From an optimization exercise on the open Yosys and OpenROAD flow, aimed at small area and a short achievable clock period; shortcuts taken in it are not production practice. In this exercise RTL edits were held to simulation tests only and were not proved equivalent to the original. Power and IR drop assume default switching activity.

Setup of before:
Design fifo_sync, start of the top module:
module fifo_sync #(
    parameter WIDTH = 32,
    parameter DEPTH = 64
) (
    input  logic clk,
    input  logic rst_n,
    input  logic wr_en,
    input  logic rd_en,
    input  logic [WIDTH-1:0] wr_data,
    output logic [WIDTH-1:0] rd_data,
    output logic full,
    output logic empty,
    output logic almost_full,
    output logic [$clog2(DEPTH):0] count
);
    localparam LO = 8;
    localparam HI = DEPTH / LO;
    logic [WIDTH-1:0] mem [0:DEPTH-1];
    logic [LO-1:0] wr_lo;
    logic [HI-1:0] wr_hi, wr_hig;
    logic [DEPTH-1:0] rd_sel;    
    logic [$clog2(DEPTH):0] cnt;
    logic full_q, empty_q, afull_q;
    assign count       = cnt;
    assign full        = full_q;
    assign empty       = empty_q;
    assign almost_full = afull_q;
    wire wr_fire = wr_en & ~full_q;
    wire rd_fire = rd_en & ~empty_q;
    wire inc = wr_fire & ~rd_fire;
    wire dec = rd_fire & ~wr_fire;
    wire full_nx = inc ? (cnt == DEPTH-1) : (dec ? 1'b0 : full_q);
    wire [HI-1:0] wr_hi_nx = (wr_fire && wr_lo[LO-1]) ? {wr_hi[HI-2:0], wr_hi[HI-1]} : wr_hi;
    always_ff @(posedge clk) begin
        for (int i = 0; i < DEPTH; i++)
            if (wr_hig[i/LO] && wr_lo[i%LO]) mem[i] <= wr_data;
    end
    logic [WIDTH-1:0] head;
    always_comb begin
        head = '0;
        for (int i = 0; i < DEPTH; i++)
            head = head | (mem[i] & {WIDTH{rd_sel[i]}});
    end
    always_ff @(posedge clk or negedge rst_n) begin
        if (!rst_n) begin
  ...
For scale: roughly 78 I/O pins.
Settings: LEC_CHECK=0, CAP_MARGIN=20, CORE_MARGIN=2, CORE_UTILIZATION=70, CTS_BUF_LIST=sky130_fd_sc_hd__clkbuf_16, CTS_CLUSTER_DIAMETER=80, CTS_CLUSTER_SIZE=26, SETUP_SLACK_MARGIN=1.7, SLEW_MARGIN=20; clock period 3.8 ns.
run.sh (not shown) runs the stock make flow with config.mk's settings and CLKGATE_MAP_FILE= SYNTH_SCRIPT=/design/flow/synth_recipe.tcl, a recipe that flattens the netlist after the stock synthesis.
## Diff of input files: after against before
- swapping 70 for 65 in CORE_UTILIZATION
- swapping 1.7 for 1.55 in SETUP_SLACK_MARGIN
==> comparison <==
Changes observed in after relative to before: number of optimization iterations in the first detailed-route pass rose by 1, via count went down by 4.7%.
Per the comparison of after with before, post-placement setup slack shrank by 0.22 ns; number of ordinary and repair buffers in the finished layout shrank by 61; first-pass GRT wire length has decreased.
Sort after and before by detailed route wirelength on metal2 desc -> top: after
Against before, the final cell area of after is lower.
Clock buffer count in the final layout came out higher on after than on before.
Taking before as the reference point, the area of the core of after rises by about 8%.

wip/violet:
fifo_sync again, from the RTL that the note above started with.
clock: 3.8 ns
lec_check: 0
cap_margin: 20
core_margin: 2
core_utilization: 65
cts_buf_list: sky130_fd_sc_hd__clkbuf_16
cts_cluster_diameter: 80
cts_cluster_size: 26
place_density: 0.75
setup_slack_margin: 1.55
slew_margin: 20
tns_end_percent: 10
wip/violet reached the final stage; the timing, design-rule and antenna checks on its layout passed.
--- input diff wip/violet..wip/cedar ---
Settings: PLACE_DENSITY no longer set, was 0.75; TNS_END_PERCENT no longer set, was 10; SETUP_SLACK_MARGIN now 1.4, was 1.55; CORE_UTILIZATION now 50, was 65.
==> notes.md <==
Taking wip/violet as the reference point, the number of buffers inserted by post-CTS setup repair of wip/cedar rises by 39.
Looking at worst ir drop on vdd, wip/cedar sits below wip/violet.
Looking at class of the worst hold path, the primary input to async pin result is from wip/cedar; the primary input to register one comes from wip/violet.
Changes observed in wip/cedar relative to wip/violet: power after layout increased by 1.7% relative to the old numbers, total vias in the final route decreased by about 4% relative to the old numbers.
Input-level comparison between wip/lagoon and wip/cedar:
Settings: changing SETUP_SLACK_MARGIN from 1.4 to 1.55; changing CTS_CLUSTER_SIZE from 26 to 30; changing CORE_UTILIZATION from 50 to 65; changing CTS_CLUSTER_DIAMETER from 80 to 70.
==> notes.md <==
When the final numbers for wip/cedar and wip/lagoon were put side by side, the total cell area at the placement stage turned out to be smaller in wip/lagoon. When wip/lagoon is set beside wip/cedar, its overall routing resource usage turns out to be 12 points larger. Summary of wip/lagoon over wip/cedar: average wire per cell in the routed design now larger, fraction of layout cells with a size suffix above 1 now larger, power now larger, design area now larger. Setup slack | wip/lagoon above wip/cedar. Summary of wip/lagoon over wip/cedar: wire length of the first global-routing pass -3100 um, remaining global-route overflow ~0 delta, sequential share of layout area -2.1 points, sequential power ~0 delta.
The following lists how wip/onyx was set up differently from wip/lagoon:
Settings: changing CORE_UTILIZATION from 65 to 60; changing CTS_CLUSTER_DIAMETER from 70 to 80; changing CTS_CLUSTER_SIZE from 30 to 26; changing SETUP_SLACK_MARGIN from 1.55 to 1.45.
==> flow/flow/run.sh (new file) <==
#!/bin/bash
# The standard layout, with the data pins placed in pairs: wr_data[b] next to
# rd_data[b]. Everything else is the standard flow (standard.sh), whose
# make output goes to standard.log; ORFS's own per-step logs stay in orfs/logs.
set -euo pipefail
here=$(pwd)
bash standard.sh "PRE_IO_PLACEMENT_TCL=$here/flow/io.tcl" finish > "$here/standard.log" 2>&1
==> flow/flow/io.tcl (new file) <==
# Keep each data bit's input and output pins next to each other, so the
# storage column of a bit and its output register sit by the same pins.
for {set b 0} {$b < 32} {incr b} {
  set_io_pin_constraint -group -order -pin_names [list "wr_data\[$b\]" "rd_data\[$b\]"]
}
==> flow/standard.sh (new file) <==
#!/bin/bash
# synth_recipe.tcl (not shown) runs the flow's synth.tcl, then flattens the netlist and writes it again
# the make line also repeats each setting of config.mk as NAME=value (left out here)
make -C /OpenROAD-flow-scripts/flow DESIGN_CONFIG=/design/flow/config.mk WORK_HOME=/design/flow/orfs CLKGATE_MAP_FILE= SYNTH_SCRIPT=/design/flow/synth_recipe.tcl "${@:-finish}"
removed: flow/run.sh
Results
wip/onyx was carried through to the last stage, and its layout satisfied the timing, design-rule and antenna checks. For wip/lagoon, the worst setup path category was register to primary output, unlike wip/onyx, where it was register to register. Per the comparison of wip/onyx with wip/lagoon, multi-input combinational cell area now sits lower; wire length now sits lower; placed instance area now sits higher. The higher global-route usage of wip/onyx and wip/lagoon is in wip/lagoon. In the reports for wip/onyx and wip/lagoon, the smaller worst endpoint data arrival time belongs to wip/lagoon. Comparing wip/onyx and wip/lagoon, the higher clock network fraction of total power is on wip/lagoon. Of wip/onyx and wip/lagoon, the run reporting the higher share of layout cells above drive strength 1 was wip/lagoon. The run showing the greater instance count on the critical path is wip/onyx. Wire length of the first global-routing pass: wip/lagoon vs wip/onyx — no meaningful difference. For the met3 capacity usage during global routing, wip/onyx came in 7.9 points lower than wip/lagoon did.

==> re-timing with driven ports <==
Ports are ideal in the flow. The routed layouts listed here were re-timed in OpenROAD. Step 1: set_driving_cell puts a clkbuf_16 on clk and a buf_2 on each other input, an assumption about the parent block. Step 2 also shifts input and output timing later by t, the mid clock arrival at the registers, as if the neighbouring blocks saw the same clock. a / b / c = no drivers / after step 1 / after step 2; a / b = the first two.
run	t, ns	slack for setup (ns)	hold WS [ns]	clock arrival spread, ns	worst data-port slew with drivers (ns)
before	0.828	1.303 / 1.303 / 0.759	0.105 / 0.062 / 0.501	0.048 / 0.049	0.24
after	0.844	1.415 / 1.372 / 0.756	0.039 / -0.008 / 0.494	0.051 / 0.052	0.39
wip/violet	0.830	1.288 / 1.263 / 0.757	0.406 / 0.343 / 0.502	0.057 / 0.057	0.36
wip/cedar	0.855	1.343 / 1.304 / 0.727	0.093 / 0.059 / 0.507	0.065 / 0.064	0.35
wip/lagoon	0.871	1.464 / 1.368 / 0.810	0.025 / -0.029 / 0.498	0.048 / 0.048	0.40
wip/onyx	0.835	1.387 / 1.374 / 0.824	0.378 / 0.311 / 0.490	0.050 / 0.049	0.10
After both steps every run listed still meets setup and hold. For after, which loses most, drivers alone change the setup slack by -0.043 ns; drivers and shift together by -0.659 ns.
